Background: an optimization exercise with open tools, aiming at small area, a short achievable clock period and few clock cycles. Do not read the settings as production practice.
RTL that was checked went through simulation tests only; none was proved equivalent to the original.
For run 2, only the layout was checked, not whether the RTL still works.

**design/flow/config.mk**
```make
export PLATFORM = sky130hd
export DESIGN_NAME = lab9
export DESIGN_NICKNAME = lab9
export VERILOG_FILES = /design/flow/design.v
export SDC_FILE = /design/flow/constraint.sdc
export NUM_CORES = 4
export LEC_CHECK = 0
export ABC_AREA = 1
export CAP_MARGIN = 20
export CORE_MARGIN = 2
export CORE_UTILIZATION = 40
export CTS_BUF_LIST = sky130_fd_sc_hd__clkbuf_4
export SETUP_SLACK_MARGIN = 2.8
export SLEW_MARGIN = 20
```
**design/flow/constraint.sdc**
```tcl
create_clock -name core_clock -period 5.0 [get_ports {clk}]
set_input_delay 1.0000 -clock core_clock [delete_from_list [all_inputs] [get_ports {clk}]]
set_output_delay 1.0000 -clock core_clock [all_outputs]
set_load 0.01 [all_outputs]
```
**design/flow/design.v**
```verilog
module lab9(x,y,z,clk,reset,start,done);
input [7:0]x,y;
input clk,reset;
input start;
output [7:0]z;
output reg done;
reg [7:0] a, b;
reg busy;
wire [7:0] o = a | b;
wire [7:0] lo = {|o[6:0], |o[5:0], |o[4:0], |o[3:0], |o[2:0], |o[1:0], o[0], 1'b0};
wire [7:0] m0 = ~lo;                      
wire a_odd = |(a & m0);
wire b_odd = |(b & m0);
wire d_2 = ~|((a ^ b) & ~{lo[6:0], 1'b0});
wire d_3 = ~|((a ^ b) & ~{lo[5:0], 2'b0});
wire [6:0] u = a[7:1], v = b[7:1];
wire [6:0] pr = ~(u ^ v);                 
wire [6:0] g = u & ~v;
wire [6:0] t = u | ~v;
wire [6:0] G, T;
wire g10 = g[1] | (t[1] & g[0]),  t10 = t[1] & t[0];
wire g32 = g[3] | (t[3] & g[2]),  t32 = t[3] & t[2];
wire g54 = g[5] | (t[5] & g[4]),  t54 = t[5] & t[4];
wire g20 = g[2] | (t[2] & g10),   t20 = t[2] & t10;
wire g30 = g32 | (t32 & g10),     t30 = t32 & t10;
wire g64 = g[6] | (t[6] & g54),   t64 = t[6] & t54;
assign G[0] = g[0];              assign T[0] = t[0];
assign G[1] = g10;               assign T[1] = t10;
assign G[2] = g20;               assign T[2] = t20;
assign G[3] = g30;               assign T[3] = t30;
assign G[4] = g[4] | (t[4] & g30); assign T[4] = t[4] & t30;
assign G[5] = g54 | (t54 & g30);   assign T[5] = t54 & t30;
assign G[6] = g64 | (t64 & g30);   assign T[6] = t64 & t30;
wire [6:0] c  = {G[5:0], 1'b0};           
wire [6:0] c1 = {G[5:0] | T[5:0], 1'b1};  
wire [6:0] dab = pr ^ c1;                 
wire [6:0] dba = ~(pr ^ c);               
wire a_ge = G[6] | T[6];                  
wire fin = (a == b) | ~|a;
assign z = b;
always @(posedge clk) begin
	if (reset) begin
		busy <= 1'b0;
		done <= 1'b0;
	end else begin
		done <= busy & fin & ~start;
		if (start)
			busy <= 1'b1;
		else if (fin)
			busy <= 1'b0;
	end
end
wire sh_a  = ~start & ~a_odd;             
wire sh_b  = ~start & a_odd & ~b_odd;     
wire sub   = ~start & a_odd & b_odd;      
wire [6:0] dd = pr ^ (a_ge ? c1 : ~c);    
wire [7:0] dsel = ({8{~d_2}} & dd) | ({8{d_2 & ~d_3}} & dd[6:1]) | ({8{d_3}} & dd[6:2]);
wire [7:0] a_nx = ({8{start}} & x) | ({8{sh_a}} & (a >> 1)) | ({8{sub}} & dsel) | ({8{sh_b}} & a);
wire [7:0] b_nx = ({8{start}} & (|y ? y : x)) | ({8{sh_b}} & (b >> 1)) | ({8{sub & ~a_ge}} & a)
                | ({8{sh_a | (sub & a_ge)}} & b);
always @(posedge clk) begin
	a <= a_nx;
	b <= b_nx;
end
endmodule
```
**design/flow/flow/run.sh**
```bash
#!/bin/bash
# The standard layout with two changes: synthesis leaves the adder logic to
# ABC (ADDER_MAP_FILE empty skips Yosys's extract_fa and the adder cell map),
# and every input and output port gets the smallest buffer.
set -euo pipefail
bash standard.sh "ADDER_MAP_FILE=" \
  "BUFFER_PORTS_ARGS=-buffer_cell sky130_fd_sc_hd__buf_1" finish > standard.log 2>&1
```
**design/flow/standard.sh**
```bash
#!/bin/bash
# synth_recipe.tcl (not shown) runs the flow's synth.tcl, then flattens the netlist and writes it again
# the make line also repeats each setting of config.mk as NAME=value (left out here)
make -C /OpenROAD-flow-scripts/flow DESIGN_CONFIG=/design/flow/config.mk WORK_HOME=/design/flow/orfs CLKGATE_MAP_FILE= SYNTH_SCRIPT=/design/flow/synth_recipe.tcl "${@:-finish}"
```
==> flow_results.org, run 1 <==
** STA
- For the final routed database, the setup TNS stands at 0 ns.
- Minimum period implied by the final worst setup slack :: 2.00 ns
- Once routing completed, OpenROAD measured the worst setup slack at 3.00 ns.
- Number of failing setup endpoints in the final timing report :: 0
- Worst slew margin relative to its limit :: 0.757
- Worst hold slack across all endpoints :: 0.488 ns
- Setup repair after global routing missed its margin :: false
- Pin slew with the least headroom to its limit :: 0.364 ns
- Share of the cycle needed by the critical path after routing :: 0.400
- Setup skew after layout :: 0.00585 ns
- Number of max-slew violations in the final report :: 0
- Timing would allow up to 0.500 GHz.
- Final hold violations :: 0

** Yosys
- After synthesis, the mean cell area works out to 5.78 sq um.
- Synth Register Bits :: 18
- Ys Warns :: 1
- Cell count after synthesis :: 317
- Of the synthesized area, sequential elements account for 0.197.
- The netlist uses 31 different library cells.
- Post-Synthesis Cell Area :: 1830 sq um
- Synthesis produced a netlist with a net count of 336.

** Floorplanning
- Number of cell rows :: 24
- The die is 71.7 um wide.
- Area of the die :: 5140 sq um
- Boundary Pins :: 28
- Die H :: 71.7 um
- Initial standard-cell utilization of the core :: 0.418
- Placeable Area :: 4380 sq um

** Route
- After detailed routing, the total wire length is 5430 um.
- Remaining routing DRC violations :: 0
- DR WL/cell :: 13.6 um
- Summed over all nets, wire length on met2 after detailed routing comes to 2480 um.
- The first detailed-routing pass ran for 4 iterations.
- In the routed layout, each cell is associated on average with a via count of 5.25.
- Detailed-route via count :: 2096
- After detailed routing, no signal wire sits above met4.
- Metal3 WL :: 255 um
- The detailed router put a total of 2650 um of wire on met1.
- The detail route stage leaves a number of antenna-violating nets equal to 0.
- Iteration-0 DRC Markers :: 69

** Global route
- GRT Util Overall :: 0.216
- Number of antenna violations at the first check in global routing :: 0
- Global routing finished with a remaining overflow of 0.
- Wire length of the first global-routing pass :: 8890 um
- Pin count of the biggest net entering global routing :: 13
- The number of global-route vias before repair came to 1881.

** CTS
- CTS built an H-tree with a depth of 1.
- Num CTS Buffers :: 3
- Counting along the longest clock path gives a buffer depth of 2.
- TritonCTS clock tree :: done
- For the worst-skew pair, the clock arrives at the later sink with an insertion delay of 0.31 ns.
- Sink count of the clock tree :: 18
- Clock-pin slew was measured on the worst setup and hold paths at 0.11 ns.
- Clk root buf :: clkbuf_4
- Post-CTS setup buffer count :: 0

** Setup path
- The worst setup path is captured at a flop.
- Critical Path RT :: 5.27 ns
- Largest fanout on the critical path :: 7
- Data on the critical path arrives at its endpoint at 2.26 ns.
- The worst setup path is launched from a flop.
- WS Path Type :: reg2reg
- Worst R2R Setup Slack :: 3.00 ns

** Final layout
- Total area of multi-input combinational cells :: 1280 sq um
- The library cells used most frequently in the layout, excluding fill and tap cells, are nand2_1, nand3_1, inv_1.
- In the final design database the tool counted 367 nets.
- Leaving out fill and tap cells, the most frequent cell in the layout is nand2_1.
- Area Growth Syn to Fin :: 10.4%
- After filler insertion, the fill cell instance count of the layout stands at 515.
- In the final layout, the share of cells above drive strength 1 is 0.124.
- Summing all flip-flop and latch instances after layout gives 360 sq um.
- Count of inserted antenna diode cells :: 0

** Placed design
- Detailed placement finished with a half-perimeter wire length of 4450 um.
- Before CTS, the worst setup slack after placement is 2.44 ns.
- During placement, the flow inserted port buffers numbering 27.
- At the end of routability-driven placement, the weighted congestion stood at 0.847.

** Status
- The flow ran to the end and the layout has no timing, DRC or antenna violations.

** Job
- Max-capacitance violation count :: 0

** Worst hold path
- Path type of the worst min-delay path :: reg2reg
layout make-up:
class | instances | area share
Clock buffer | 3 | 0.0111
Sequential cell | 18 | 0.178
Timing Repair Buffer | 27 | 0.0507
Multi-Input combinational cell | 248 | 0.633
Inverter | 50 | 0.0933
Tap cell | 52 | 0.0321
Clock inverter | 1 | 0.00185
metal layers:
layer  GRT usage  up-vias
met5           0        -
met3     0.00844        4
met4      0.0503        0
met1       0.318      942
met2       0.349       57
li1            -     1093
path summary, 6_finish.rpt:
path,to,cells after the start,startpoint
worst max-delay path,a[1],12,b[4]
worst min-delay path,done,1,busy
worst max register to register,a[1],12,b[4]
worst min register to register,done,1,busy
worst max-delay path: stages (launching register included):
cell and delay (ns):
dfxtp_1 0.47, nor2_1 0.13, nor2_1 0.31, inv_1 0.13, nand2_1 0.08, nand3_1 0.06, nor2_1 0.12, nand2_2 0.13
nor2_4 0.19, nand3_1 0.10, nand3_1 0.10, nand2_1 0.08, nand2_1 0.06
metrics by stage:
step                utilization  area (sq um)  instances
floorplan                     -          1830        317
global placement          0.455          2000        395
detailed placement        0.455          2000        395
CTS                       0.461          2020        399
global route              0.462          2020        399
finish                    0.462          2020        399
cell usage after synthesis, drive strengths merged:
library cell  instances  area (sq um)
a21oi                15          86.3
nand3b                9          67.6
o32ai                 1          8.76
nor4                  2          12.5
nand4                 5          31.3
nor3                  2          21.3
dfxtp                18           360
nor2                 39           190
a21boi                1          7.51
o211ai                3          32.5
o22ai                 7          43.8
clkbuf                1          3.75
nor3b                 2          15.0
nand3                42           220
inv                  49           184
clkinv                1          3.75
nand2               101           448
and2                  1          6.26
o21ai                18          90.1
what timing repair did:
action	CTS	global route
hold buffers	0	0
pin swaps	0	0
resized for setup	1	1
endpoints found under the setup margin	5	6
cloned	0	0
registers in the layout, summed over array words and instances, names as in the netlist:
name	flops
a	8
b	8
busy	1
done	1
cell families (layout without fill, tap and decap cells):
family                 after synthesis  after routing  share of synthesized area
AOI/OAI and AO/OA                   45             45                      0.147
buffers and inverters               51             81                      0.104
DFF                                 18             18                      0.197
and+or+nand+nor                    203            203                      0.552
Testbench counts, summed over its fixed seeds: cycles 25,276.
==> inputs of run 2 (changes only) <==
--- a/design/flow/design.v
+++ b/design/flow/design.v
@@ -55,8 +55,9 @@
 wire sub   = ~start & a_odd & b_odd;      
 wire [6:0] dd = pr ^ (a_ge ? c1 : ~c);    
 wire [7:0] dsel = ({8{~d_2}} & dd) | ({8{d_2 & ~d_3}} & dd[6:1]) | ({8{d_3}} & dd[6:2]);
-wire [7:0] a_nx = ({8{start}} & x) | ({8{sh_a}} & (a >> 1)) | ({8{sub}} & dsel) | ({8{sh_b}} & a);
-wire [7:0] b_nx = ({8{start}} & (|y ? y : x)) | ({8{sh_b}} & (b >> 1)) | ({8{sub & ~a_ge}} & a)
+wire [7:0] a_nx = ({8{start}} & x) | ({8{sh_a}} & (a >> 1)) | ({8{sub}} & dsel) | ({8{sh_b & ~bz}} & a);
+wire bz = ~|b & a_odd;                    
+wire [7:0] b_nx = ({8{start}} & y) | ({8{sh_b & ~bz}} & (b >> 1)) | ({8{(sub & ~a_ge) | (~start & bz)}} & a)
                 | ({8{sh_a | (sub & a_ge)}} & b);
 always @(posedge clk) begin
 	a <= a_nx;
==> run 2 against run 1 <==
Compared with the run above:
- still clean
- design area up 0.25%
- maximum frequency fell by 1.2%
- non-clock buffer count stayed put
- final cell count is 3.3% lower
- routed wire length is 7.3% lower
- setup slack lost 0.024 ns
- via count down 2.2%
- flip-flop and latch count unchanged
- clock-buffer cell count did not move
- largest cell class unchanged
==> flow_results.org, run 2 <==
** Status
- The run finished with no timing, DRC or antenna violations.

** STA
- The final setup TNS is 0 ns (unchanged).
- Final hold violations :: 0 (unchanged)
- The slew at the pin closest to its max-slew limit is 0.367 ns (+0.00323 ns).
- Setup repair after global routing missed its margin :: false
- Worst slew margin relative to its limit :: 0.755 (-0.00205)
- The number of endpoints failing setup at the final stage was 0 (unchanged).
- The maximum achievable frequency is 0.495 GHz (-1.2%).
- Setup skew after layout :: 0.00193 ns (-0.00392 ns)
- Worst hold slack across all endpoints :: 0.468 ns (-0.0199 ns)
- The count of pins over their slew limit was 0 (unchanged).
- Minimum period implied by the final worst setup slack :: 2.02 ns (+0.0237 ns)
- Share of the cycle needed by the critical path after routing :: 0.404 (+0.00475)

** Setup path
- CP Data Arrival Time :: 2.24 ns (-0.02 ns)
- The critical path data required time came to 5.22 ns (-0.05 ns).
- Startpoint type of the worst setup path :: flop
- In this run the critical register-to-register path is captured at a[6].
- The maximum fanout along the worst path was 15 (+8).
- CP Cell Sequence :: nor2_2 > nand3_2 > nor2_4 > nand2_2 > nor2_4 > nand2_2 > nand2_2 > nand2_4 > nor2_8 > a21boi_0 > o211ai_1
- Worst R2R Setup Slack :: 2.98 ns (-0.02 ns)
- Worst reg2reg startpoint :: b[1]
- Crit end category :: flop
- WS Path Type :: reg2reg
- R2r worst-path depth :: 11 (-1)
- In this design, the critical path's most frequently occurring cell is nand2_2.
- The number of buffer and inverter stages on the critical path was 0 (-1).
- Critical-path top delay cell :: dfxtp_1
- Broken down by cell family, the worst path's largest delay share belongs to simple AND/OR/NAND/NOR gates.
- Biggest cell delay along the critical path :: 0.40 ns (-0.07 ns)

** Floorplanning
- The area enclosed by the die boundary is 5210 sq um (+1.4%).
- The number of standard-cell rows in the floorplan came to 24 (unchanged).
- Die H :: 72.2 um (+0.70%)
- Initial standard-cell utilization of the core :: 0.421 (+0.00339)
- Boundary Pins :: 28 (unchanged)
- Die Span X :: 72.2 um (+0.70%)
- The total core area is 4410 sq um (+0.68%).

** Worst hold path
- Launch point of the worst hold path :: busy
- Hold-critical path depth :: 2 (+1)
- The min-delay analysis places its worst path in the category reg2reg.
- For hold timing, the worst endpoint is busy.

** Yosys
- Proportion of synthesized flip-flops having asynchronous set or reset :: 0 (unchanged)
- Dominant combinational cell family by area after synthesis :: simple AND/OR/NAND/NOR gates
- Most frequent cell after synthesis :: nand2_1
- The count of mapped cells out of synthesis is 309 (-2.5%).
- The count of flip-flops with a built-in enable after synthesis is 0 (unchanged).
- Post-Synthesis Cell Area :: 1860 sq um (+1.5%)
- The post-synthesis xor/xnor area fraction came to 0 (unchanged).
- After synthesis, the most frequently instantiated cells are nand2_1, nand3_1, inv_1.
- Portion of the post-synthesis area used by sequential elements :: 0.194 (-0.00291)
- By area the synthesized netlist is led by dfxtp_1, nand2_1, nand3_1.
- Among all flip-flop cells after synthesis, the most frequent one is dfxtp_1.
- The count of unique library cells instantiated by Yosys came to 37 (+19%).
- Net count after synthesis :: 328 (-2.4%)
- Ys Warns :: 1 (unchanged)
- Synth Register Bits :: 18 (unchanged)
- The multiplexer fraction of the synthesized cell area is 0 (unchanged).
- Synth area leader :: dfxtp_1
- Post-synthesis adder-cell area fraction :: 0 (unchanged)
- The synthesized area per cell was 6.02 sq um (+4.1%).
- Share of the synthesized area in compound gates (AO/OA/AOI/OAI) :: 0.153 (+0.00590)
- The post-synthesis simple-gate area fraction was 0.547 (-0.00481).
- Share of Yosys cell area claimed by the top area cell type :: 0.194 (-0.00291)

** Route
- Router iterations before antenna repair :: 4 (unchanged)
- The mean routed wirelength per cell is 13.0 um (-4.2%).
- The total via count after detailed routing is 2050 (-2.2%).
- Wire length reported by the detailed router :: 5030 um (-7.3%)
- The post-detailed-route DRC marker count came to 0 (unchanged).
- ANT nets after route :: 0 (unchanged)
- Via-per-instance ratio :: 5.31 (+1.1%)
- The number of design-rule violations left by the first detailed-router iteration came to 109 (+58%).

** Final layout
- The number of antenna cells inserted is 0 (unchanged).
- Total number of nets in the final design :: 355 (-3.3%)
- Total area of multi-input combinational cells :: 1320 sq um (+2.7%)
- Final-layout fill cell count :: 488 (-5.2%)
- Most frequent cells in the layout :: nand2_1, nand3_1, inv_1
- Largest registers :: a: 8 flops, b: 8 flops
- From synthesis to final layout, the design area changed by 9.08%.
- Leaving out fill and tap cells, the most frequent cell in the layout is nand2_1.
- The ratio of cells with drive above 1 in the final layout came to 0.144 (+0.0198).
- The sequential cell area is 362 sq um (+0.35%).

** CTS
- Clock latency at the later pin of the worst-skew pair :: 0.30 ns (about the same)
- Sink count of the clock tree :: 18 (unchanged)
- Clock Pin Slew Worst Setup and Hold Paths :: 0.10 ns (about the same)
- The post-CTS setup buffer count came to 0 (unchanged).
- The maximum clock insertion buffer count came to 2 (unchanged).
- The TritonCTS buffer count was 3 (unchanged).
- The tree is rooted in a clkbuf_4.
- CTS H-tree lvls :: 1 (unchanged)
- The count of hold-fix buffers inserted at cts is 0 (unchanged).
- TritonCTS clock tree :: done

** Placed design
- Port Buf Inserts :: 27 (unchanged)
- Detailed placement HPWL :: 4050 um (-8.9%)
- RD Place Congestion :: 0.865 (+2.1%)

** Global route
- Number of antenna violations at the first check in global routing :: 0 (unchanged)
- Pin count of the biggest net entering global routing :: 19 (+6)
- The overall global routing resource usage was 0.210 (-0.00593).
- Wire length of the first global-routing pass :: 8750 um (-1.6%)
- Number of global-route vias before repair :: 1856 (-1.3%)
- Remaining global-route overflow :: 0 (unchanged)

** Job
- The number of maximum-capacitance constraint violations is 0 (unchanged).
==> run 2: cell types whose count changed after synthesis, moves of 4 or more <==
| cell | change |
|---|---|
| inv_2 | -9 |
| nand3_1 | +14 |
| nand2_1 | +6 |
| a21oi_1 | -7 |
| nand3b_1 | -6 |
| a22oi_2 | +4 |
| nor2_1 | -15 |
| o22ai_1 | -7 |
==> run 2: worst max-delay path by stage <==
stage | startpoint | endpoint | slack (ns) | cells past startpoint
6_report | b[1] | a[6] | 2.98 | 11
5_1_grt | b[1] | a[6] | 2.80 | 11
4_1_cts | b[6] | a[4] | 2.88 | 13
3_5_place_dp | start | a[5] | 2.31 | 6
3_3_place_gp | start | a[5] | 2.39 | 6
2_1_floorplan | start | b[3] | 3.00 | 7
==> run 2: logic make-up (layout without fill, tap and decap cells) <==
logic type | Yosys count | after routing
AO/OA/AOI/OAI | 38 | 38
flip-flops | 18 | 18
AND/OR/NAND/NOR | 205 | 205
buffers and inverters | 48 | 73
==> run 2: per-layer routing <==
metal | share of wire | GRT usage | routed length, um | up-vias
li1 | - | - | - | 1066
met1 | 0.48 | 0.306 | 2410 | 919
met2 | 0.46 | 0.329 | 2300 | 56
met3 | 0.044 | 0.00972 | 222 | 9
met4 | 0.020 | 0.0734 | 100 | 0
met5 | 0 | 0 | 0 | -
==> run 2: area by class of cell <==
type                       instances  share of cell area
tap                               52              0.0321
sequential                        18               0.178
inverter                          43              0.0795
multi-input combinational        243               0.649
clock buffer                       3              0.0111
timing repair buffer              27              0.0506
==> run 2: worst min-delay path, cell delays in order (launching register included) <==
cell,delay [ns]
dfxtp_1,0.32
nand2_1,0.06
a21oi_1,0.05
==> run 2: timing repair <==
item                       in CTS  in global routing
resized for setup               1                  4
cloned                          0                  0
setup endpoints to repair      15                 15
==> run 2: through the flow <==
stage                      util  cell area (sq um)  instances  worst slack (ns)
after floorplan               -               1860        309              3.00
after global placement    0.451               1990        383              2.39
after detailed placement  0.451               1990        383              2.31
after CTS                 0.456               2010        386              2.88
final                     0.460               2030        386              2.98
after global routing      0.460               2030        386              2.80
==> inputs of run 3 (changes only) <==
--- a/design/flow/design.v
+++ b/design/flow/design.v
@@ -51,14 +51,12 @@
 	end
 end
 wire sh_a  = ~start & ~a_odd;             
-wire sh_b  = ~start & a_odd & ~b_odd;     
+wire swp   = ~start & a_odd & ~b_odd;     
 wire sub   = ~start & a_odd & b_odd;      
 wire [6:0] dd = pr ^ (a_ge ? c1 : ~c);    
 wire [7:0] dsel = ({8{~d_2}} & dd) | ({8{d_2 & ~d_3}} & dd[6:1]) | ({8{d_3}} & dd[6:2]);
-wire [7:0] a_nx = ({8{start}} & x) | ({8{sh_a}} & (a >> 1)) | ({8{sub}} & dsel) | ({8{sh_b & ~bz}} & a);
-wire bz = ~|b & a_odd;                    
-wire [7:0] b_nx = ({8{start}} & y) | ({8{sh_b & ~bz}} & (b >> 1)) | ({8{(sub & ~a_ge) | (~start & bz)}} & a)
-                | ({8{sh_a | (sub & a_ge)}} & b);
+wire [7:0] a_nx = ({8{start}} & x) | ({8{sh_a & |(a & ~{lo[6:0], 1'b0})}} & (a >> 1)) | ({8{sh_a & ~|(a & ~{lo[6:0], 1'b0})}} & (a >> 2)) | ({8{sub}} & dsel) | ({8{swp}} & (b >> 1));
+wire [7:0] b_nx = ({8{start}} & y) | ({8{(sub & ~a_ge) | swp}} & a) | ({8{sh_a | (sub & a_ge)}} & b);
 always @(posedge clk) begin
 	a <= a_nx;
 	b <= b_nx;
--- a/design/flow/config.mk
+++ b/design/flow/config.mk
@@ -10,5 +10,5 @@
 export CORE_MARGIN = 2
 export CORE_UTILIZATION = 40
 export CTS_BUF_LIST = sky130_fd_sc_hd__clkbuf_4
-export SETUP_SLACK_MARGIN = 2.8
+export SETUP_SLACK_MARGIN = 3.0
 export SLEW_MARGIN = 20
==> run 3 against run 2 <==
Compared with the run above:
- still clean
- first-iteration DRC count increased by 24%
- hold slack got worse by 0.028 ns
- design area increased by 6.3%
- clock skew increased by 0.0054 ns
- core utilization increased by 3.6 points
- maximum frequency increased by 4.9%
- flip-flop and latch count unchanged
- synthesized area decreased by 2.6%
- critical path type is now reg2out
- critical endpoint is now z[7]
- largest cell class unchanged
- highest routed layer unchanged
==> flow_results.org, run 3 <==
** Status
- Outcome :: timing/DRC/antenna clean

** Final layout
- Total number of nets in the final design :: 377 (+6.2%)
- Most frequent cells in the layout :: nand2_1, nand3_1, inv_1
- The ratio of cells with drive above 1 in the final layout is 0.207 (+0.0636).
- The post-route standard cell area excluding fillers was 2160 sq um (+6.3%).
- Count of inserted antenna diode cells :: 0 (unchanged)
- Area Growth Syn to Fin :: 19.0%
- The library cell used most frequently in the layout, excluding fill and tap cells, is nand2_1.
- Largest registers :: a: 8 flops, b: 8 flops
- The final standard cell count with taps included and fillers excluded is 409 (+6.0%).

** CTS
- The latest clock arrival within the worst-skew pair is 0.30 ns (about the same).
- CTS max path bufs :: 2 (unchanged)
- Num CTS Buffers :: 3 (unchanged)
- CTS placed an instance of clkbuf_4 at the clock tree root.
- Sink count of the clock tree :: 18 (unchanged)
- Hold Buf Count CTS :: 0 (unchanged)
- CTS H-tree lvls :: 1 (unchanged)
- Clock Pin Slew Worst Setup and Hold Paths :: 0.10 ns (about the same)
- TritonCTS clock tree :: done

** Route
- The total via count after detailed routing is 2166 (+5.7%).
- The routed wire length on met2 came to 2470 um (+7.4%).
- Via-per-instance ratio :: 5.30 (-0.28%)
- Metal3 WL :: 309 um (+39%)
- The number of design-rule violations left by the first detailed-router iteration came to 135 (+24%).
- Router iterations before antenna repair :: 4 (unchanged)
- The total routed wire length on the met1 layer was 2580 um (+7.3%).
- DR WL/cell :: 13.2 um (+1.7%)
- Remaining routing DRC violations :: 0 (unchanged)
- Signal routing reaches up to met4.
- ANT nets after route :: 0 (unchanged)
- Wire length reported by the detailed router :: 5420 um (+7.7%)

** Yosys
- Most frequently used flop master after synthesis :: dfxtp_1
- The count of yosys warnings during synthesis is 1 (unchanged).
- Post-Synthesis Cell Area :: 1810 sq um (-2.6%)
- The count of unique library cells instantiated by Yosys is 30 (-19%).
- Synth area leader :: nand2_1
- Proportion of synthesized flip-flops having asynchronous set or reset :: 0 (unchanged)
- Net count after synthesis :: 339 (+3.4%)
- The count of flip-flops with a built-in enable after synthesis came to 0 (unchanged).
- By count the netlist is led by nand2_1, nand3_1, inv_1.
- The post-synthesis sequential area ratio is 0.199 (+0.00508).
- Synth Register Bits :: 18 (unchanged)
- The synthesized area per cell came to 5.67 sq um (-5.9%).
- By area the synthesized netlist is led by nand2_1, dfxtp_1, nand3_1.
- Most frequent cell after synthesis :: nand2_1
- Share of Yosys cell area claimed by the top area cell type :: 0.213 (+0.0196)
- Cell count after synthesis :: 320 (+3.6%)

** Setup path
- The critical path data required time is 4.00 ns (-1.22 ns).
- Critical-path top delay cell :: dfxtp_1
- CP Cell Sequence :: buf_1
- In this design, the largest share of critical-path delay is due to flip-flops.
- The number of buffer and inverter stages on the critical path was 1 (+1).
- Tracing the worst setup path back leads to its startpoint at b[7].
- STA classifies the critical path startpoint as a flop.
- STA classifies the critical path endpoint as an output pin.
- R2r worst-path depth :: 10 (-1)
- In this run the critical register-to-register path is captured at a[5].
- The maximum fanout along the worst path came to 5 (-10).
- WS Path Type :: reg2out
- The arrival time of data at the critical path endpoint was 0.93 ns (-1.31 ns).
- Worst R2R Setup Slack :: 3.07 ns (+0.09 ns)
- Biggest cell delay along the critical path :: 0.46 ns (+0.06 ns)
- The startpoint identified for the worst register-to-register timing path is a[1].

** Placed design
- The count of port buffers added during placement came to 27 (unchanged).
- The final HPWL from detailed placement was 4360 um (+7.5%).
- RD Place Congestion :: 0.948 (+9.6%)
- Area of placed instances :: 1970 sq um (-0.94%)
- The post-place setup slack is 2.39 ns (+0.0832 ns).
- The total instance count after detailed placement is 397 (+3.7%).

** Worst hold path
- The path class of the tightest hold or removal check is reg2reg.
- In this run the most critical hold path is launched from busy.
- The worst hold path terminates at done.
- The worst hold path cell count came to 2 (unchanged).

** STA
- Final hold violations :: 0 (unchanged)
- Number of failing setup endpoints in the final timing report :: 0 (unchanged)
- The worst clock skew on the final layout came to 0.00735 ns (+0.00542 ns).
- Highest Clock Rate :: 0.519 GHz (+4.9%)
- Setup repair after global routing missed its margin :: true
- The final critical delay including setup and external delays is 1.93 ns (-0.0936 ns).
- The ratio of final minimum period to clock period came to 0.386 (-0.0187).
- Number of max-slew violations in the final report :: 0 (unchanged)
- The final setup TNS came to 0 ns (unchanged).
- Crit path setup slack, layout :: 3.07 ns (+0.0936 ns)
- The headroom to the max-slew limit was 0.763 (+0.00793).
- Pin slew with the least headroom to its limit :: 0.355 ns (-0.0120 ns)

** Floorplanning
- Placeable Area :: 4350 sq um (-1.4%)
- Area of the die :: 5090 sq um (-2.4%)
- Number of cell rows :: 24 (unchanged)
- Boundary Pins :: 28 (unchanged)
- Initial standard-cell utilization of the core :: 0.416 (-0.00511)
- The die boundary height was 71.3 um (-1.2%).
- The die span in x is 71.3 um (-1.2%).

** Global route
- Number of global-route vias before repair :: 1886 (+1.6%)
- The overall overflow remaining after global route is 0 (unchanged).
- The pin count of the biggest net entering global routing was 20 (+1).
- The number of antenna violations at the first check in global routing came to 0 (unchanged).
- The overall global routing resource usage was 0.213 (+0.00275).
- The first-pass GRT wire length is 8740 um (-0.16%).

** Job
- Max-capacitance violation count :: 0 (unchanged)
run 3: cell count changes after synthesis, moves of 2 or more:
cell      change
a22oi_1       -3
inv_1         -6
a22oi_2       -4
o21ai_1       +8
nor3_1        +2
a21oi_2       -4
o21bai_1      +8
nor2_1        +6
inv_2         +8
nand2_1       +8
nand2_4       -2
nand2_2       -4
run 3: repair_timing:
action	in CTS	in global routing
pin swaps	0	8
setup endpoints to repair	15	16
cloned	0	0
resized for setup	5	37
buffers inserted	0	8
run 3: layout make-up:
class | instances | area (sq um)
fill | 495 | 2200
multi-input combinational | 254 | 1330
sequential | 18 | 388
inverter | 46 | 180
timing repair buffer | 35 | 165
tap | 52 | 65.1
clock buffer | 3 | 22.5
clock inverter | 1 | 3.75
run 3: worst max path at each step:
| stage | to | slack [ns] | depth (start not counted) |
|---|---|---|---|
| 4_1_cts | a[2] | 3.00 | 14 |
| 6_report | z[7] | 3.07 | 1 |
| 5_1_grt | a[2] | 2.97 | 15 |
| 2_1_floorplan | a[0] | 3.07 | 10 |
| 3_3_place_gp | a[0] | 2.49 | 10 |
| 3_5_place_dp | a[0] | 2.39 | 10 |
run 3: cell families after synthesis:
logic type,after synthesis,share of synthesized area
buf+inv,48,0.101
simple gates,213,0.559
flops,18,0.199
compound gates,41,0.141
run 3: stage by stage:
step / utilization / hold slack, ns
floorplan: - / 0.413
detailed placement: 0.453 / 0.426
finish: 0.496 / 0.440
CTS: 0.460 / 0.442
global placement: 0.453 / 0.427
global route: 0.496 / 0.465
run 3: metal layers:
metal / vias up / global-route usage
li1: 1130 / -
met4: 0 / 0.0503
met5: - / 0
met3: 7 / 0.0169
met1: 978 / 0.309
met2: 51 / 0.343
Testbench counts of run 3, summed over its fixed seeds: cycles 23,913.
==> inputs of run 4 (changes only) <==
--- a/design/flow/config.mk
+++ b/design/flow/config.mk
@@ -10,5 +10,5 @@
 export CORE_MARGIN = 2
 export CORE_UTILIZATION = 40
 export CTS_BUF_LIST = sky130_fd_sc_hd__clkbuf_4
-export SETUP_SLACK_MARGIN = 3.0
+export SETUP_SLACK_MARGIN = 2.95
 export SLEW_MARGIN = 20
==> run 4 against run 3 <==
Compared with the run above:
- still clean on timing, DRC and antenna
- clock-buffer cell count unchanged
- core utilization down 1.0 points
- flip-flop and latch count unchanged
- via count about the same
- critical endpoint unchanged
- non-clock buffer count down 3
- final cell count down 0.73%
- routed wire length down 1.5%
- first-iteration DRC count down 2.2%
- maximum frequency down 0.30%
- sequential share of layout area about the same
- synthesized cell count unchanged
==> flow_results.org, run 4 <==
** Yosys
- For this run, the leading register cell type out of synthesis is dfxtp_1.
- The flip-flop and latch count after synthesis came to 18 (unchanged).
- Post-Syn Area per Cell :: 5.67 sq um (unchanged)
- Net count after synthesis :: 339 (unchanged)
- The fraction of registers with async set/reset is 0 (unchanged).
- Share of Yosys cell area claimed by the top area cell type :: 0.213 (unchanged)
- Commonest cells in the synthesized netlist :: nand2_1, nand3_1, inv_1
- Portion of the post-synthesis area used by sequential elements :: 0.199 (unchanged)
- The count of yosys warnings during synthesis came to 1 (unchanged).
- Cell variety after synth :: 30 (unchanged)
- Cell types occupying the most area after synthesis :: nand2_1, dfxtp_1, nand3_1
- Yosys instantiated no cell more often than nand2_1.
- The count of mapped cells out of synthesis was 320 (unchanged).
- Number of flops mapped to enable cells by yosys :: 0 (unchanged)
- Synth area leader :: nand2_1
- Post-Synthesis Cell Area :: 1810 sq um (unchanged)

** Final layout
- In the final layout, the registers with the most flip-flops are a: 8 flops, b: 8 flops.
- Commonest non-fill, non-tap cell in the layout :: nand2_1
- The area used by multi-input combinational logic came to 1320 sq um (-0.75%).
- Relative to the synthesized area, the layout overhead comes to 16.6%.
- The ratio of cells with drive above 1 in the final layout came to 0.192 (-0.0152).
- The number of antenna cells inserted came to 0 (unchanged).
- Final core area utilization :: 0.486 (-0.0101)
- Final-layout fill cell count :: 497 (+0.40%)
- Most frequent cells in the layout :: nand2_1, nand3_1, inv_1
- The number of nets in the layout came to 374 (-0.80%).
- The sequential cell area came to 379 sq um (-2.3%).

** Global route
- Number of antenna violations at the first check in global routing :: 0 (unchanged)
- Wire length of the first global-routing pass :: 8740 um (unchanged)
- The pin count of the biggest net entering global routing came to 20 (unchanged).
- GRT Util Overall :: 0.213 (unchanged)
- Remaining global-route overflow :: 0 (unchanged)
- The number of global-route vias before repair was 1886 (unchanged).

** Setup path
- CP Launch Point :: b[7]
- The signal on the critical path passes through buf_1.
- The number of buffer and inverter stages on the critical path was 1 (unchanged).
- Critical-path top delay cell :: dfxtp_1
- Worst reg2reg startpoint :: a[1]
- Critical Path RT :: 4.00 ns (about the same)
- The worst setup path is of the reg2out kind.
- Startpoint type of the worst setup path :: flop
- Crit end category :: output pin
- Category of cells accounting for the largest share of critical-path delay :: flip-flops
- The arrival time of data at the critical path endpoint is 0.93 ns (about the same).
- The maximum fanout along the worst path was 5 (unchanged).
- Biggest cell delay along the critical path :: 0.46 ns (about the same)

** Floorplanning
- Boundary Pins :: 28 (unchanged)
- Placeable Area :: 4350 sq um (unchanged)
- Initial standard-cell utilization of the core :: 0.416 (unchanged)
- Die Span X :: 71.3 um (unchanged)
- The die boundary height was 71.3 um (unchanged).
- The number of standard-cell rows in the floorplan is 24 (unchanged).
- The area enclosed by the die boundary came to 5090 sq um (unchanged).

** Route
- Wire length reported by the detailed router :: 5340 um (-1.5%)
- The via density per instance was 5.34 (+0.83%).
- The total via count after detailed routing is 2168 (+0.092%).
- The final antenna-violating net count was 0 (unchanged).
- The number of design-rule violations left by the first detailed-router iteration is 132 (-2.2%).
- The post-detailed-route DRC marker count is 0 (unchanged).
- DR WL/cell :: 13.1 um (-0.77%)
- The number of iterations in the first detailed-routing pass is 5 (+1).

** Job
- Max-capacitance violation count :: 0 (unchanged)

** STA
- The number of hold violations in the final report is 0 (unchanged).
- Highest Clock Rate :: 0.517 GHz (-0.30%)
- The headroom to the max-slew limit was 0.711 (-0.0521).
- Setup repair after global routing missed its margin :: true
- Sum Neg Setup Slack :: 0 ns (unchanged)
- The ratio of final minimum period to clock period was 0.387 (+0.00116).
- Pin slew with the least headroom to its limit :: 0.431 ns (+0.0760 ns)
- The final critical delay including setup and external delays was 1.93 ns (+0.00580 ns).
- Setup skew after layout :: 0.00149 ns (-0.00587 ns)
- The number of endpoints failing setup at the final stage was 0 (unchanged).
- The count of pins over their slew limit is 0 (unchanged).

** CTS
- The TritonCTS buffer count came to 3 (unchanged).
- Clk root buf :: clkbuf_4
- CTS H-tree lvls :: 1 (unchanged)
- Clock latency at the later pin of the worst-skew pair :: 0.30 ns (about the same)
- The maximum clock insertion buffer count came to 2 (unchanged).
- The clock slew seen by the registers of the worst setup and hold paths came to 0.10 ns (about the same).
- TritonCTS built the clock tree.
- The number of sinks driven by the clock tree was 18 (unchanged).

** Worst hold path
- Launch point of the worst hold path :: busy
- The tightest min-delay check is of the reg2reg type.

** Placed design
- Port Buf Inserts :: 27 (unchanged)
- The final HPWL from detailed placement was 4360 um (unchanged).
- The placer congestion estimate is 0.948 (unchanged).

** Status
- Outcome :: timing/DRC/antenna clean
[run 4: cell counts after synthesis]
Identical to the previous run, type by type.
[run 4: timing repair]
item                       CTS  global route
gates resized for setup      3            32
setup buffers                0             5
setup endpoints to repair   15            15
hold endpoints to repair     0             0
hold buffers                 0             0
pin swaps                    0             5
[run 4: cell type report]
type,count,area share
Timing Repair Buffer,32,0.0663
Inverter,46,0.0852
Sequential cell,18,0.179
Tap cell,52,0.0308
Clock inverter,1,0.00178
Clock buffer,3,0.0107
Multi-Input combinational cell,254,0.626
[run 4: kinds of logic (layout without fill, tap and decap cells)]
| group | Yosys count | after routing | share of synthesized area |
|---|---|---|---|
| AOI/OAI and AO/OA | 41 | 41 | 0.141 |
| buffers and inverters | 48 | 82 | 0.101 |
| DFF | 18 | 18 | 0.199 |
| and+or+nand+nor | 213 | 213 | 0.559 |
[run 4: final timing paths]
path         slack (ns)   end  cells after the start
min reg2reg        0.44  done                      2
min                0.44  done                      2
max reg2reg        3.07  a[5]                     10
max                3.07  z[7]                      1
[run 4: metal layers]
| metal | GRT usage | part of all wire | vias to the layer above |
|---|---|---|---|
| met5 | 0 | 0 | - |
| met4 | 0.0503 | 0.0090 | 0 |
| met3 | 0.0169 | 0.073 | 5 |
| met2 | 0.343 | 0.46 | 64 |
| met1 | 0.309 | 0.46 | 978 |
| li1 | - | - | 1121 |
[run 4: stage by stage]
| step | instance area (sq um) | worst slack [ns] | instances | hold slack (ns) |
|---|---|---|---|---|
| final | 2110 | 3.07 | 406 | 0.440 |
| after CTS | 2010 | 2.97 | 401 | 0.442 |
| after global routing | 2110 | 2.93 | 406 | 0.465 |
| after global placement | 1970 | 2.49 | 397 | 0.427 |
| after floorplan | 1810 | 3.07 | 320 | 0.413 |
| after detailed placement | 1970 | 2.39 | 397 | 0.426 |
==> inputs of run 5 (changes only) <==
--- a/design/flow/config.mk
+++ b/design/flow/config.mk
@@ -8,7 +8,7 @@
 export ABC_AREA = 1
 export CAP_MARGIN = 20
 export CORE_MARGIN = 2
-export CORE_UTILIZATION = 40
+export CORE_UTILIZATION = 65
 export CTS_BUF_LIST = sky130_fd_sc_hd__clkbuf_4
-export SETUP_SLACK_MARGIN = 2.95
+export SETUP_SLACK_MARGIN = 2.9
 export SLEW_MARGIN = 20
==> run 5 against run 4 <==
Compared with the run above:
- first-iteration DRC count rose by 53%
- highest routed layer unchanged
- synthesized area is the same
- largest cell class unchanged
==> flow_results.org, run 5 <==
** Status
- Outcome :: timing/DRC/antenna clean

** Route
- DR WL/cell :: 13.0 um (-0.78%)
- The final antenna-violating net count was 0 (unchanged).
- The via density per instance was 5.63 (+5.4%).
- Wire length reported by the detailed router :: 4940 um (-7.4%)
- The total via count after detailed routing came to 2134 (-1.6%).
- Router iterations before antenna repair :: 5 (unchanged)
- The post-detailed-route DRC marker count was 0 (unchanged).
- The number of design-rule violations left by the first detailed-router iteration was 202 (+53%).

** STA
- Setup skew after layout :: 0.00448 ns (+0.00300 ns)
- The count of pins over their slew limit is 0 (unchanged).
- Setup repair after global routing missed its margin :: false
- The headroom to the max-slew limit came to 0.772 (+0.0611).
- The final setup TNS is 0 ns (unchanged).
- The number of endpoints failing setup at the final stage was 0 (unchanged).
- The maximum achievable frequency is 0.513 GHz (-0.84%).
- The ratio of final minimum period to clock period is 0.390 (+0.00327).
- Pin slew with the least headroom to its limit :: 0.341 ns (-0.0894 ns)
- The number of hold violations in the final report came to 0 (unchanged).
- Minimum period implied by the final worst setup slack :: 1.95 ns (+0.0163 ns)

** CTS
- The maximum clock insertion buffer count came to 2 (unchanged).
- The latest clock arrival within the worst-skew pair came to 0.30 ns (about the same).
- The count of hold-fix buffers inserted at cts is 0 (unchanged).
- Clock Pin Slew Worst Setup and Hold Paths :: 0.10 ns (about the same)
- Sink count of the clock tree :: 18 (unchanged)
- Clk root buf :: clkbuf_4
- CTS H-tree lvls :: 1 (unchanged)
- TritonCTS built the clock tree.
- The TritonCTS buffer count was 3 (unchanged).

** Yosys
- Cell variety after synth :: 30 (unchanged)
- The post-synthesis sequential area ratio came to 0.199 (unchanged).
- Net count after synthesis :: 339 (unchanged)
- Synth area leader :: nand2_1
- The synthesized area per cell came to 5.67 sq um (unchanged).
- The count of yosys warnings during synthesis was 1 (unchanged).
- Share of Yosys cell area claimed by the top area cell type :: 0.213 (unchanged)
- Cell count after synthesis :: 320 (unchanged)
- In the post-synthesis netlist, the cell with the most instances is nand2_1.
- The flip-flop and latch count after synthesis was 18 (unchanged).
- Among all flip-flop cells after synthesis, the most frequent one is dfxtp_1.
- The netlist area before placement came to 1810 sq um (unchanged).
- Commonest cells in the synthesized netlist :: nand2_1, nand3_1, inv_1
- Yosys attributes the largest share of cell area to nand2_1, dfxtp_1, nand3_1.
- The count of flip-flops with a built-in enable after synthesis was 0 (unchanged).
- The fraction of registers with async set/reset came to 0 (unchanged).

** Global route
- Wire length of the first global-routing pass :: 8380 um (-4.1%)
- Number of antenna violations at the first check in global routing :: 0 (unchanged)
- GRT Util Overall :: 0.325 (+0.112)
- Global-route met3 utilization :: 0.0161 (-0.000749)
- Met1 usage in global routing :: 0.444 (+0.135)
- In this run the most used layer during global routing was met2.
- The overall overflow remaining after global route was 0 (unchanged).
- The met2 capacity usage during global routing was 0.560 (+0.217).
- Number of global-route vias before repair :: 1893 (+0.37%)
- Pin count of the biggest net entering global routing :: 20 (unchanged)

** Floorplanning
- Initial standard-cell utilization of the core :: 0.669 (+0.253)
- The top-level port count was 28 (unchanged).
- Area of the die :: 3230 sq um (-37%)
- Placeable Area :: 2710 sq um (-38%)
- The die span in x is 56.8 um (-20%).
- Die H :: 56.8 um (-20%)
- Number of cell rows :: 19 (-21%)

** Setup path
- Critical Path RT :: 5.20 ns (+1.20 ns)
- Worst R2R Setup Slack :: 3.05 ns (-0.02 ns)
- Worst R2R End :: a[2]
- Crit end category :: flop
- CP Data Arrival Time :: 2.15 ns (+1.22 ns)
- The path depth of the worst reg2reg path came to 13 (+3).
- CP Launch Point :: a[6]
- In this run the critical register-to-register path is launched from a[6].
- The maximum fanout along the worst path is 9 (+4).
- The critical path ends at a[2].
- The worst setup path is of the reg2reg kind.
- Startpoint type of the worst setup path :: flop

** Final layout
- The number of antenna cells inserted was 0 (unchanged).
- Most frequent cells in the layout :: nand2_1, nand3_1, inv_1
- The ratio of cells with drive above 1 in the final layout came to 0.144 (-0.0484).
- The library cell used most frequently in the layout, excluding fill and tap cells, is nand2_1.
- The largest registers in the layout are a: 8 flops, b: 8 flops.
- Final standard cell count with taps included and fillers excluded :: 379 (-6.7%)
- The post-route standard cell area excluding fillers came to 2000 sq um (-5.6%).
- From synthesis to final layout, the design area changed by 10.1%.
- Final-layout fill cell count :: 256 (-48%)
- The number of nets in the layout is 369 (-1.3%).

** Placed design
- Detailed placement HPWL :: 3950 um (-9.4%)
- The standard cell area after detailed placement came to 1950 sq um (-1.3%).
- The total instance count after detailed placement was 376 (-5.3%).
- The count of port buffers added during placement was 27 (unchanged).
- RD Place Congestion :: 0.941 (-0.76%)

** Worst hold path
- Path type of the worst min-delay path :: reg2reg
- Launch point of the worst hold path :: busy

** Job
- The number of maximum-capacitance constraint violations is 0 (unchanged).
## run 5: layout make-up
cell class / instances / area [sq um] / area share
sequential: 18 / 368 / 0.184
inverter: 46 / 175 / 0.0878
multi-input combinational: 254 / 1290 / 0.646
timing repair buffer: 27 / 103 / 0.0514
tap: 31 / 38.8 / 0.0194
clock buffer: 3 / 22.5 / 0.0113
## run 5: worst max-delay path, stage by stage (launching register included)
cell and delay, ns:
dfxtp_1 0.47, inv_1 0.13, nand2_1 0.12, nand2_1 0.11, a21oi_2 0.18, inv_2 0.12, nand2_4 0.18, nand2_1 0.10
nand2_1 0.07, nand2_1 0.08, nand3_1 0.09, nand3_1 0.09, nand2_1 0.07, nand2_1 0.05
## run 5: repair_timing
action,4_1_cts,5_1_grt
hold endpoints to repair,0,0
buffers inserted,0,0
gates cloned,0,0
gates resized for setup,1,12
setup endpoints to repair,15,9
## run 5: kinds of logic after synthesis
group,after synthesis,share of synthesized area
and+or+nand+nor,213,0.559
buffers and inverters,48,0.101
AOI/OAI and AO/OA,41,0.141
DFF,18,0.199
## run 5: worst min path at each step
stage,endpoint,slack [ns],depth (start not counted)
6_report,done,0.44,2
4_1_cts,done,0.44,2
3_5_place_dp,done,0.43,2
3_3_place_gp,done,0.43,2
2_1_floorplan,done,0.41,2
5_1_grt,done,0.48,2
## run 5: metrics by stage
stage               hold WS (ns)  setup WS [ns]  utilization
CTS                        0.438           2.99        0.727
finish                     0.437           3.05        0.736
global placement           0.426           2.55        0.718
floorplan                  0.413           2.92            -
detailed placement         0.428           2.46        0.718
global route               0.481           2.90        0.736
## run 5: metal layers
| layer | vias up | routed length (um) |
|---|---|---|
| li1 | 1107 | - |
| met1 | 924 | 2210 |
| met2 | 97 | 2290 |
| met3 | 6 | 381 |
| met4 | 0 | 64 |
| met5 | - | 0 |
==> inputs of run 6 (changes only) <==
--- a/design/flow/config.mk
+++ b/design/flow/config.mk
@@ -8,7 +8,7 @@
 export ABC_AREA = 1
 export CAP_MARGIN = 20
 export CORE_MARGIN = 2
-export CORE_UTILIZATION = 65
+export CORE_UTILIZATION = 50
 export CTS_BUF_LIST = sky130_fd_sc_hd__clkbuf_4
 export SETUP_SLACK_MARGIN = 2.9
 export SLEW_MARGIN = 20
==> run 6 against run 5 <==
Compared with the run above:
- maximum frequency grew 0.41%
- die area grew 28%
- clock-buffer cell count is the same
- hold slack gained 0.011 ns
- critical path type unchanged
==> flow_results.org, run 6 <==
** Floorplanning
- Die H :: 64.2 um (+13%)
- The effective utilization at floorplan was 0.531 (-0.138).
- Placeable Area :: 3420 sq um (+26%)
- The number of standard-cell rows in the floorplan came to 21 (+2).
- The area enclosed by the die boundary came to 4120 sq um (+28%).
- The top-level port count was 28 (unchanged).
- Die Span X :: 64.2 um (+13%)

** Final layout
- The number of nets in the layout came to 369 (unchanged).
- The final core area utilization came to 0.594 (-0.142).
- The largest registers in the layout are a: 8 flops, b: 8 flops.
- Most frequent cells in the layout :: nand2_1, nand3_1, inv_1
- The final standard cell count with taps included and fillers excluded was 394 (+4.0%).
- The library cell used most frequently in the layout, excluding fill and tap cells, is nand2_1.
- Area Growth Syn to Fin :: 11.9%
- The ratio of cells with drive above 1 in the final layout was 0.147 (+0.00287).
- Count of inserted antenna diode cells :: 0 (unchanged)

** Setup path
- R2r worst-path depth :: 11 (-2)
- The maximum fanout along the worst path is 6 (-3).
- The worst reg-to-reg setup slack is 3.06 ns (about the same).
- Worst R2R End :: a[5]
- CP Launch Point :: a[3]
- The critical path data required time came to 5.24 ns (+0.04 ns).
- Startpoint type of the worst setup path :: flop
- Critical path capture point :: a[5]
- Worst reg2reg startpoint :: a[3]
- The worst setup path is captured at a flop.
- WS Path Type :: reg2reg
- CP Data Arrival Time :: 2.19 ns (+0.04 ns)

** Yosys
- Share of Yosys cell area claimed by the top area cell type :: 0.213 (unchanged)
- The fraction of registers with async set/reset came to 0 (unchanged).
- Commonest cells in the synthesized netlist :: nand2_1, nand3_1, inv_1
- Net count after synthesis :: 339 (unchanged)
- Synth area leader :: nand2_1
- The synthesized area per cell is 5.67 sq um (unchanged).
- The netlist area before placement was 1810 sq um (unchanged).
- Ys Warns :: 1 (unchanged)
- Portion of the post-synthesis area used by sequential elements :: 0.199 (unchanged)
- The count of flip-flops with a built-in enable after synthesis came to 0 (unchanged).
- Cell count after synthesis :: 320 (unchanged)
- nand2_1 is the most common cell in the netlist.
- Cell types occupying the most area after synthesis :: nand2_1, dfxtp_1, nand3_1
- The flip-flop and latch count after synthesis was 18 (unchanged).
- Most frequently used flop master after synthesis :: dfxtp_1
- The count of unique library cells instantiated by Yosys is 30 (unchanged).

** CTS
- Post-CTS setup buffer count :: 0 (unchanged)
- CTS placed an instance of clkbuf_4 at the clock tree root.
- TritonCTS clock tree :: done
- The maximum clock insertion buffer count came to 2 (unchanged).
- Sink count of the clock tree :: 18 (unchanged)
- The clock slew seen by the registers of the worst setup and hold paths was 0.10 ns (about the same).
- The count of hold-fix buffers inserted at cts was 0 (unchanged).
- The TritonCTS buffer count came to 3 (unchanged).
- The latest clock arrival within the worst-skew pair was 0.30 ns (about the same).
- The H-tree level count came to 1 (unchanged).

** Global route
- Number of antenna violations at the first check in global routing :: 0 (unchanged)
- The overall overflow remaining after global route is 0 (unchanged).
- The number of global-route vias before repair came to 1872 (-1.1%).
- The overall global routing resource usage came to 0.264 (-0.0608).
- Pin count of the biggest net entering global routing :: 20 (unchanged)
- The first-pass GRT wire length came to 8580 um (+2.5%).

** STA
- Number of failing setup endpoints in the final timing report :: 0 (unchanged)
- The final setup TNS came to 0 ns (unchanged).
- Setup repair after global routing left no endpoint under its margin.
- Highest Clock Rate :: 0.515 GHz (+0.41%)
- Worst hold slack across all endpoints :: 0.448 ns (+0.0106 ns)
- The count of pins over their slew limit was 0 (unchanged).
- The worst setup margin was 3.06 ns (+0.00793 ns).
- The ratio of final minimum period to clock period was 0.389 (-0.00159).
- The slew at the pin closest to its max-slew limit was 0.388 ns (+0.0470 ns).
- Worst slew margin relative to its limit :: 0.739 (-0.0326)
- Minimum period implied by the final worst setup slack :: 1.94 ns (-0.00793 ns)
- Setup skew after layout :: 0.00487 ns (+0.000384 ns)
- Final hold violations :: 0 (unchanged)

** Job
- The number of maximum-capacitance constraint violations came to 0 (unchanged).

** Placed design
- RD Place Congestion :: 0.969 (+3.0%)
- The count of port buffers added during placement is 27 (unchanged).
- The post-place setup slack was 2.45 ns (-0.00342 ns).
- Count of placed standard cells including taps :: 391 (+4.0%)
- The final HPWL from detailed placement is 4130 um (+4.5%).

** Route
- The total via count after detailed routing was 2107 (-1.3%).
- The via density per instance came to 5.35 (-5.0%).
- Remaining routing DRC violations :: 0 (unchanged)
- The mean routed wirelength per cell came to 13.0 um (about the same).
- The number of iterations in the first detailed-routing pass was 5 (unchanged).
- Wire length reported by the detailed router :: 5140 um (+3.9%)
- The number of design-rule violations left by the first detailed-router iteration came to 138 (-32%).
- The final antenna-violating net count was 0 (unchanged).

** Worst hold path
- In this run the worst hold path is classified as reg2reg.

** Status
- Outcome :: timing/DRC/antenna clean
-- run 6: cell counts after synthesis --
Identical to the previous run, type by type.
-- run 6: cells by family after synthesis --
kind of cell           count (synthesis)  share of synthesized area
AO/OA/AOI/OAI                         41                      0.141
buffers and inverters                 48                      0.101
flip-flops                            18                      0.199
AND/OR/NAND/NOR                      213                      0.559
-- run 6: cell type report --
| class | instances | area (sq um) |
|---|---|---|
| Sequential cell | 18 | 368 |
| Clock buffer | 3 | 22.5 |
| Tap cell | 46 | 57.6 |
| Multi-Input combinational cell | 254 | 1300 |
| Inverter | 46 | 175 |
| Timing Repair Buffer | 27 | 103 |
| Fill cell | 373 | 1390 |
-- run 6: how the worst min path moves through the flow --
stage | start | endpoint | slack (ns) | cells past startpoint
3_3_place_gp | busy | done | 0.43 | 2
4_1_cts | busy | done | 0.45 | 2
5_1_grt | busy | done | 0.47 | 2
2_1_floorplan | busy | done | 0.41 | 2
6_report | busy | done | 0.45 | 2
3_5_place_dp | busy | done | 0.44 | 2
-- run 6: what timing repair did --
action                                 in CTS  in global routing
endpoints found under the hold margin       0                  0
setup endpoints to repair                  15                 15
gates resized for setup                     1                 15
-- run 6: critical path, stage by stage (launching register included) --
cell and delay (ns):
dfxtp_1 0.43, inv_2 0.10, nor2_2 0.15, inv_1 0.06, nand2_1 0.09, inv_1 0.08, o21ai_0 0.18, nor2_1 0.07
nand2_2 0.17, nor3b_4 0.29, nand3_1 0.14, nand3_1 0.11
-- run 6: through the flow --
stage          instance area (sq um)
2_1_floorplan                   1810
3_3_place_gp                    1960
3_5_place_dp                    1960
4_1_cts                         1990
5_1_grt                         2030
6_report                        2030
-- run 6: routing by layer --
layer,share of wire,global-route usage,wire length [um]
met1,0.48,0.372,2470
met2,0.45,0.432,2330
met3,0.053,0.0141,271
met4,0.012,0.0824,62
met5,0,0,0
==> inputs of run 7 (changes only) <==
--- a/design/flow/config.mk
+++ b/design/flow/config.mk
@@ -8,7 +8,7 @@
 export ABC_AREA = 1
 export CAP_MARGIN = 20
 export CORE_MARGIN = 2
-export CORE_UTILIZATION = 50
+export CORE_UTILIZATION = 40
 export CTS_BUF_LIST = sky130_fd_sc_hd__clkbuf_4
 export SETUP_SLACK_MARGIN = 2.9
 export SLEW_MARGIN = 20
==> run 7 against run 6 <==
Compared with the run above:
- still clean
- global-route usage fell by 3.8 points
- flip-flop and latch count did not move
- clock skew rose by 0.0028 ns
- largest cell class unchanged
- highest routed layer unchanged
==> flow_results.org, run 7 <==
** Setup path
- The worst setup path is captured at a flop.
- Worst R2R End :: a[2]
- By startpoint and endpoint, the worst setup path is classified as reg2reg.
- Biggest cell delay along the critical path :: 0.42 ns (about the same)
- The critical path data required time came to 5.20 ns (-0.04 ns).
- STA classifies the critical path startpoint as a flop.
- Worst R2R Setup Slack :: 3.05 ns (about the same)
- On the critical path, the stage with the largest delay is an instance of dfxtp_1.
- Largest fanout on the critical path :: 6 (unchanged)
- Worst reg2reg startpoint :: a[1]
- R2r worst-path depth :: 12 (+1)
- CP Data Arrival Time :: 2.16 ns (-0.03 ns)
- The signal on the critical path passes through inv_2 > nand2_1 > inv_1 > nor2_1 > and2_1 > o211ai_1 > nor2_2 > nor2_4 > nand3_1 > nand3_1 > nand2_1 > nand2_1.
- Most common cell on crit path :: nand2_1

** Global route
- The pin count of the biggest net entering global routing is 20 (unchanged).
- The overall overflow remaining after global route came to 0 (unchanged).
- Wire length of the first global-routing pass :: 9270 um (+8.0%)
- The number of antenna violations at the first check in global routing came to 0 (unchanged).
- GRT Util Overall :: 0.226 (-0.0383)
- The number of global-route vias before repair came to 1924 (+2.8%).

** Yosys
- The net count after synthesis came to 339 (unchanged).
- The area share of the largest cell type after synthesis was 0.213 (unchanged).
- Commonest cells in the synthesized netlist :: nand2_1, nand3_1, inv_1
- Post-Synthesis Cell Area :: 1810 sq um (unchanged)
- The count of flip-flops with a built-in enable after synthesis was 0 (unchanged).
- Most frequent cell after synthesis :: nand2_1
- The fraction of registers with async set/reset came to 0 (unchanged).
- The count of yosys warnings during synthesis is 1 (unchanged).
- Synth area leader :: nand2_1
- In the synthesized netlist the dominant register cell turns out to be dfxtp_1.
- Post-Syn Area per Cell :: 5.67 sq um (unchanged)
- The flip-flop and latch count after synthesis came to 18 (unchanged).
- Cell variety after synth :: 30 (unchanged)
- Cell count after synthesis :: 320 (unchanged)
- Portion of the post-synthesis area used by sequential elements :: 0.199 (unchanged)
- Sorting the synthesized cells by area gives the leading types as nand2_1, dfxtp_1, nand3_1.

** Floorplanning
- The area enclosed by the die boundary was 5090 sq um (+23%).
- The number of standard-cell rows in the floorplan came to 24 (+14%).
- Boundary Pins :: 28 (unchanged)
- The effective utilization at floorplan is 0.416 (-0.114).
- The die span in x is 71.3 um (+11%).
- Placeable Area :: 4350 sq um (+27%)
- The die boundary height is 71.3 um (+11%).

** Final layout
- The largest registers in the layout are a: 8 flops, b: 8 flops.
- Final core area utilization :: 0.482 (-0.112)
- Final-layout fill cell count :: 503 (+35%)
- Area Growth Syn to Fin :: 15.9%
- Share of cells above drive strength 1 :: 0.177 (+0.0304)
- In the layout the commonest cells are nand2_1, nand3_1, inv_1.
- Commonest non-fill, non-tap cell in the layout :: nand2_1
- Count of inserted antenna diode cells :: 0 (unchanged)
- Total number of nets in the final design :: 376 (+1.9%)

** STA
- The count of pins over their slew limit came to 0 (unchanged).
- Minimum period implied by the final worst setup slack :: 1.95 ns (+0.00894 ns)
- Number of failing setup endpoints in the final timing report :: 0 (unchanged)
- The slew at the pin closest to its max-slew limit came to 0.345 ns (-0.0438 ns).
- The headroom to the max-slew limit came to 0.770 (+0.0312).
- The worst setup margin was 3.05 ns (-0.00894 ns).
- The final setup TNS is 0 ns (unchanged).
- The maximum achievable frequency is 0.512 GHz (-0.46%).
- The ratio of final minimum period to clock period came to 0.390 (+0.00179).
- The number of hold violations in the final report came to 0 (unchanged).
- The worst clock skew on the final layout is 0.00764 ns (+0.00277 ns).
- Setup repair after global routing could not meet its margin everywhere.

** Route
- The via density per instance was 5.35 (about the same).
- Wire length reported by the detailed router :: 5450 um (+6.2%)
- The final antenna-violating net count came to 0 (unchanged).
- Detailed-route via count :: 2183 (+3.6%)
- Router iterations before antenna repair :: 5 (unchanged)
- The post-detailed-route DRC marker count came to 0 (unchanged).
- Iteration-0 DRC Markers :: 141 (+2.2%)
- DR WL/cell :: 13.4 um (+2.6%)

** CTS
- Clock Pin Slew Worst Setup and Hold Paths :: 0.11 ns (about the same)
- TritonCTS clock tree :: done
- CTS placed an instance of clkbuf_4 at the clock tree root.
- Num CTS Buffers :: 3 (unchanged)
- CTS H-tree lvls :: 1 (unchanged)
- Sink count of the clock tree :: 18 (unchanged)
- Clock latency at the later pin of the worst-skew pair :: 0.30 ns (about the same)
- CTS max path bufs :: 2 (unchanged)

** Placed design
- The count of port buffers added during placement was 27 (unchanged).
- The final HPWL from detailed placement came to 4380 um (+6.0%).
- The placer congestion estimate is 0.942 (-2.7%).
- The post-place setup slack came to 2.43 ns (-0.0245 ns).

** Job
- Max-capacitance violation count :: 0 (unchanged)

** Worst hold path
- The worst hold path cell count was 2 (unchanged).
- The tightest min-delay check is of the reg2reg type.
- The path with the worst hold slack has its endpoint at done.
- Launch point of the worst hold path :: busy

** Status
- Outcome :: timing/DRC/antenna clean
[run 7: layer usage]
layer	track usage	wire length, um	vias to the layer above
li1	-	-	1121
met1	0.346	2610	989
met2	0.342	2440	61
met3	0.0127	292	12
met4	0.0629	118	0
met5	0	0	-
[run 7: what timing repair did]
action | 4_1_cts | 5_1_grt
setup buffers | 0 | 7
resized for setup | 1 | 19
hold buffers | 0 | 0
pin swaps | 0 | 2
setup endpoints to repair | 15 | 15
[run 7: kinds of logic (layout without fill, tap and decap cells)]
group,Yosys count,after routing,share of synthesized area
compound gates,41,41,0.141
buf+inv,48,84,0.101
flops,18,18,0.199
simple gates,213,213,0.559
[run 7: per-stage QoR]
stage	area [sq um]	cells	hold slack [ns]
floorplan	1810	320	0.413
global placement	1970	397	0.428
detailed placement	1970	397	0.438
CTS	2000	401	0.449
global route	2100	408	0.482
finish	2100	408	0.444
[run 7: area by class of cell]
cell class / instances / area, sq um / share of cell area
Clock inverter: 1 / 3.75 / 0.00179
Tap cell: 52 / 65.1 / 0.0310
Inverter: 46 / 175 / 0.0834
Clock buffer: 3 / 22.5 / 0.0107
Sequential cell: 18 / 369 / 0.176
Timing Repair Buffer: 34 / 155 / 0.0739
Multi-Input combinational cell: 254 / 1310 / 0.624
[run 7: worst max path at each step]
stage,start,depth (start not counted),to,slack [ns]
2_1_floorplan,start,10,a[0],2.92
3_3_place_gp,start,10,a[0],2.51
3_5_place_dp,start,10,a[0],2.43
4_1_cts,a[2],14,a[2],2.96
5_1_grt,a[6],13,a[2],2.87
6_report,a[1],12,a[2],3.05
[run 7: worst max-delay path: cells and delay by family (launching register included)]
family / cells / cell delay, ns
compound gates: 1 / 0.12
buf+inv: 2 / 0.17
flops: 1 / 0.42
simple gates: 9 / 1.13

separate check: timing with driven ports:
No port has a modelled driver above. Below, the same layouts with a new extraction and two added sets of constraints.
Step 1: set_driving_cell puts a clkbuf_16 on clk and a buf_2 on each other input, an assumption about the parent block.
Step 2 also shifts input and output timing later by t, the mid clock arrival at the registers, as if the neighbouring blocks saw the same clock.
Three values: ideal ports, drivers, drivers and shift; two values: the first two.
run | shift t [ns] | setup WS [ns] | worst setup path after step 2 | worst register clock-pin slew, ns
run 1 | 0.329 | 3.002 / 2.987 / 2.803 | input to register | 0.11 / 0.11
run 2 | 0.320 | 2.978 / 2.978 / 2.702 | input to register | 0.10 / 0.10
run 3 | 0.319 | 3.072 / 3.050 / 2.862 | input to register | 0.10 / 0.10
run 4 | 0.321 | 3.066 / 3.044 / 2.774 | input to register | 0.10 / 0.10
run 5 | 0.315 | 3.050 / 3.050 / 2.809 | input to register | 0.10 / 0.10
run 6 | 0.322 | 3.057 / 3.057 / 2.773 | input to register | 0.10 / 0.10
run 7 | 0.319 | 3.049 / 3.043 / 2.789 | input to register | 0.11 / 0.11
After both steps setup and hold are still met in every run listed. The setup slack of run 4, which loses most, moves by -0.022 ns with the drivers and by -0.292 ns with both steps.
